Context: an optimization exercise on an open-source flow, tuned for small area, a short achievable clock period and few clock cycles. The choices shown serve that exercise and are no tape-out recipe.
RTL that was checked went through simulation tests only; none was proved equivalent to the original.
Power and IR drop assume default switching activity.

==> inputs of v15 <==
// half_dot_v_m
module half_dot_v_m(
input rstn,
input clk,
input start,
input [159:0] vector,
input [1599:0] matrix,
output done,
output [159:0] vector_out
);
==> module hdvm_mac, before the edit <==
module hdvm_mac(
input clk,
input rstn,
input [15:0] v,
input [15:0] m,
input clear,
input wr0,
input wr1,
output reg [15:0] out0,
output reg [15:0] out1
);
wire [21:0] q0, q1;
wire [5:0] qe;
wire qs, qz;
hdvm_mul_s1 mul1(.a(v), .b(m), .r0(q0), .r1(q1), .e(qe), .s(qs), .z(qz));
reg [21:0] m_r0, m_r1;
reg [5:0] m_e;
reg m_s, m_z;
always @(posedge clk) begin
  m_r0 <= q0;
  m_r1 <= q1;
  m_e <= qe;
  m_s <= qs;
  m_z <= qz;
end
wire [15:0] prod;
hdvm_mul_s2 mul2(.r0(m_r0), .r1(m_r1), .e(m_e), .s(m_s), .z(m_z), .c(prod));
reg [15:0] p;
always @(posedge clk)
  p <= prod;
reg [15:0] acc_q;
wire [11:0] ax, ay;
wire [4:0] aemax;
wire asticky, as, asub, anear;
hdvm_add_s1 add1(.a(acc_q), .b(p), .x(ax), .y(ay), .sticky(asticky), .emax(aemax),
                 .s(as), .sub(asub), .near(anear));
reg [11:0] a_x, a_y;
reg [4:0] a_emax;
reg a_sticky, a_s, a_sub, a_near;
always @(posedge clk) begin
  a_x <= ax;
  a_y <= ay;
  a_emax <= aemax;
  a_sticky <= asticky;
  a_s <= as;
  a_sub <= asub;
  a_near <= anear;
end
wire [15:0] sum;
hdvm_add_s2 add2(.x(a_x), .y(a_y), .sticky(a_sticky), .emax(a_emax), .s(a_s),
                 .sub(a_sub), .near(a_near), .c(sum));
always @(posedge clk)
  acc_q <= clear ? 16'd0 : sum;
always @(posedge clk or negedge rstn)
  if (!rstn) begin
    out0 <= 16'd0;
    out1 <= 16'd0;
  end else begin
    if (wr0)
      out0 <= sum;
    if (wr1)
      out1 <= sum;
  end
endmodule
==> module half_dot_v_m, before the edit <==
module half_dot_v_m(
input rstn,
input clk,
input start,
input [159:0] vector,
input [1599:0] matrix,
output done,
output [159:0] vector_out
);
reg [19:0] sel;
always @(posedge clk)
  if (!rstn)
    sel <= 20'd1;
  else if (start)
    sel <= 20'd2;
  else if (!sel[0])
    sel <= {sel[18:0], sel[19]};
wire fetch = start | ~sel[0];
wire [9:0] row_sel;
wire col_sel = |(sel & 20'haaaaa);
genvar i, j;
generate
  for (i = 0; i < 10; i = i + 1) begin : rows
    assign row_sel[i] = sel[2*i] | sel[2*i+1];
  end
endgenerate
wire [15:0] v_mux;
wire [15:0] m_mux [0:4];
hdvm_select #(.N(10)) vsel(.sel(row_sel), .d(vector), .q(v_mux));
generate
  for (j = 0; j < 5; j = j + 1) begin : msel
    wire [319:0] d;
    for (i = 0; i < 20; i = i + 1) begin : e
      assign d[16*i +: 16] = matrix[16*(10*(i/2) + 2*j + (i%2)) +: 16];
    end
    hdvm_select #(.N(20)) s(.sel(sel), .d(d), .q(m_mux[j]));
  end
endgenerate
reg [15:0] op_v;
reg [15:0] op_m [0:4];
integer u;
always @(posedge clk) begin
  op_v <= v_mux;
  for (u = 0; u < 5; u = u + 1)
    op_m[u] <= m_mux[u];
end
reg [3:0] tag_op, tag_m, tag_p, tag_a;
always @(posedge clk)
  if (!rstn) begin
    tag_op <= 4'd0;
    tag_m <= 4'd0;
    tag_p <= 4'd0;
    tag_a <= 4'd0;
  end else begin
    tag_op <= {fetch, row_sel[0], row_sel[9], col_sel};
    tag_m <= tag_op;
    tag_p <= tag_m;
    tag_a <= tag_p;
  end
wire clear = tag_m[2];
wire wr0 = tag_a[3] & tag_a[1] & ~tag_a[0];
wire wr1 = tag_a[3] & tag_a[1] & tag_a[0];
reg done_q;
always @(posedge clk)
  if (!rstn | start)
    done_q <= 1'b0;
  else if (wr1)
    done_q <= 1'b1;
assign done = done_q;
genvar g;
generate
  for (g = 0; g < 5; g = g + 1) begin : unit
    hdvm_mac mac(
      .clk(clk),
      .rstn(rstn),
      .v(op_v),
      .m(op_m[g]),
      .clear(clear),
      .wr0(wr0),
      .wr1(wr1),
      .out0(vector_out[32*g +: 16]),
      .out1(vector_out[32*g+16 +: 16])
    );
  end
endgenerate
endmodule
Settings: LEC_CHECK=0, CAP_MARGIN=20, CORE_AREA=100 100 600 600, DIE_AREA=0 0 700 700, SLEW_MARGIN=20; clock period 11.0 ns.
standard.sh (not shown) runs the stock make flow with config.mk's settings and CLKGATE_MAP_FILE= SYNTH_SCRIPT=/design/flow/synth_recipe.tcl, a recipe that flattens the netlist after the stock synthesis.
==> flow/flow/run.sh <==
#!/bin/bash
set -uo pipefail
export BUFFER_PORTS_ARGS="-buffer_cell sky130_fd_sc_hd__buf_1"
bash standard.sh SETUP_SLACK_MARGIN=8.0 finish > standard.log 2>&1
==> v39: changes against v15 <==
--- a/flow/design.v
+++ b/flow/design.v
@@ -415,5 +415,4 @@
 module hdvm_mac(
 input clk,
-input rstn,
 input [15:0] v,
 input [15:0] m,
@@ -464,16 +463,11 @@
 hdvm_add_s2 add2(.x(a_x), .y(a_y), .sticky(a_sticky), .emax(a_emax), .s(a_s),
                  .sub(a_sub), .near(a_near), .c(sum));
-always @(posedge clk)
+always @(posedge clk) begin
   acc_q <= clear ? 16'd0 : sum;
-always @(posedge clk or negedge rstn)
-  if (!rstn) begin
-    out0 <= 16'd0;
-    out1 <= 16'd0;
-  end else begin
-    if (wr0)
-      out0 <= sum;
-    if (wr1)
-      out1 <= sum;
-  end
+  if (wr0)
+    out0 <= sum;
+  if (wr1)
+    out1 <= sum;
+end
 endmodule
 module hdvm_select #(
@@ -565,5 +559,4 @@
     hdvm_mac mac(
       .clk(clk),
-      .rstn(rstn),
       .v(op_v),
       .m(op_m[g]),
==> flow/flow/run.sh (replaced) <==
#!/bin/bash
set -uo pipefail
export BUFFER_PORTS_ARGS="-buffer_cell sky130_fd_sc_hd__buf_1"
bash standard.sh SETUP_SLACK_MARGIN=7.0 finish > standard.log 2>&1
- CORE_AREA: 100 100 600 600 -> 5 5 695 695
==> qor summary <==
| metric | v39 | v15 |
|---|---|---|
| Via count | 86402 | 100087 |
| Peak ir drop on the vdd network | 211 uV | 234 uV |
| Post-synthesis share of cell area spent on and, or, nand and nor gates | 15.3% | 16.1% |
| Number of nets at the end of the flow | 13829 | 14832 |
| Multi-input gate share of the layout cell area | 55.7% | 56.5% |
| Power in combinational cells | 23.1 mW | 31.6 mW |
| Number of buffers added for setup after CTS | 0 | 430 |
| Number of CTS-inserted buffers | 113 | 104 |
| Outcome | timing/DRC/antenna clean | failed layout checks |
| Reasons for failing layout checks | - | antenna violations |
| Required time reported for the critical path endpoint | 11.74 ns | 8.80 ns |
| Detailed Route Iter0 Violations | 9338 | 13432 |
| Setup slack at placement | 6.48 ns | 6.90 ns |
| Number of filler cells placed in the layout | 53260 | 24636 |
| Setup Crit Path Kind | reg2reg | reg2out |
| Avg Vias per Cell | 4.85 | 6.07 |
| Synthesized-area fraction occupied by adder cells | 23.5% | 22.9% |
| Cell area power density | 332 nW/um2 | 361 nW/um2 |
| Clock period minus final worst setup slack | 3.93 ns | 3.60 ns |
Testbench counts of v39, summed over its fixed seeds: cycles 43,200.
For v15, only the layout was checked, not whether the RTL still works.

## static timing again, ports no longer ideal
How much do the figures lean on ideal ports? The routed layouts below were timed once more, with nothing changed but the port constraints. Step 1 (the two cells are an assumption about what drives the block):
set clk [get_ports {clk}]
set_driving_cell -lib_cell sky130_fd_sc_hd__clkbuf_16 $clk
set_driving_cell -lib_cell sky130_fd_sc_hd__buf_2 [delete_from_list [all_inputs] $clk]
Step 2 adds t to the input delays and takes it off the output delays; t is the mean of the earliest and latest rising clock arrival at the registers after step 1. Input paths then give back, and output paths get back, about the clock's delay inside the block. Slacks: ideal / step 1 / step 2; pairs: ideal / step 1.
run	t, ns	setup WS [ns]	worst hold slack (ns)	worst setup path at the end
v15	0.877	7.401 / 7.303 / 6.833	0.328 / 0.328 / 0.328	input to register
v39	0.950	7.075 / 7.075 / 6.607	0.326 / 0.326 / 0.326	input to register
The setup slack of v15, which loses most, moves by -0.098 ns with the drivers and by -0.568 ns with both steps.
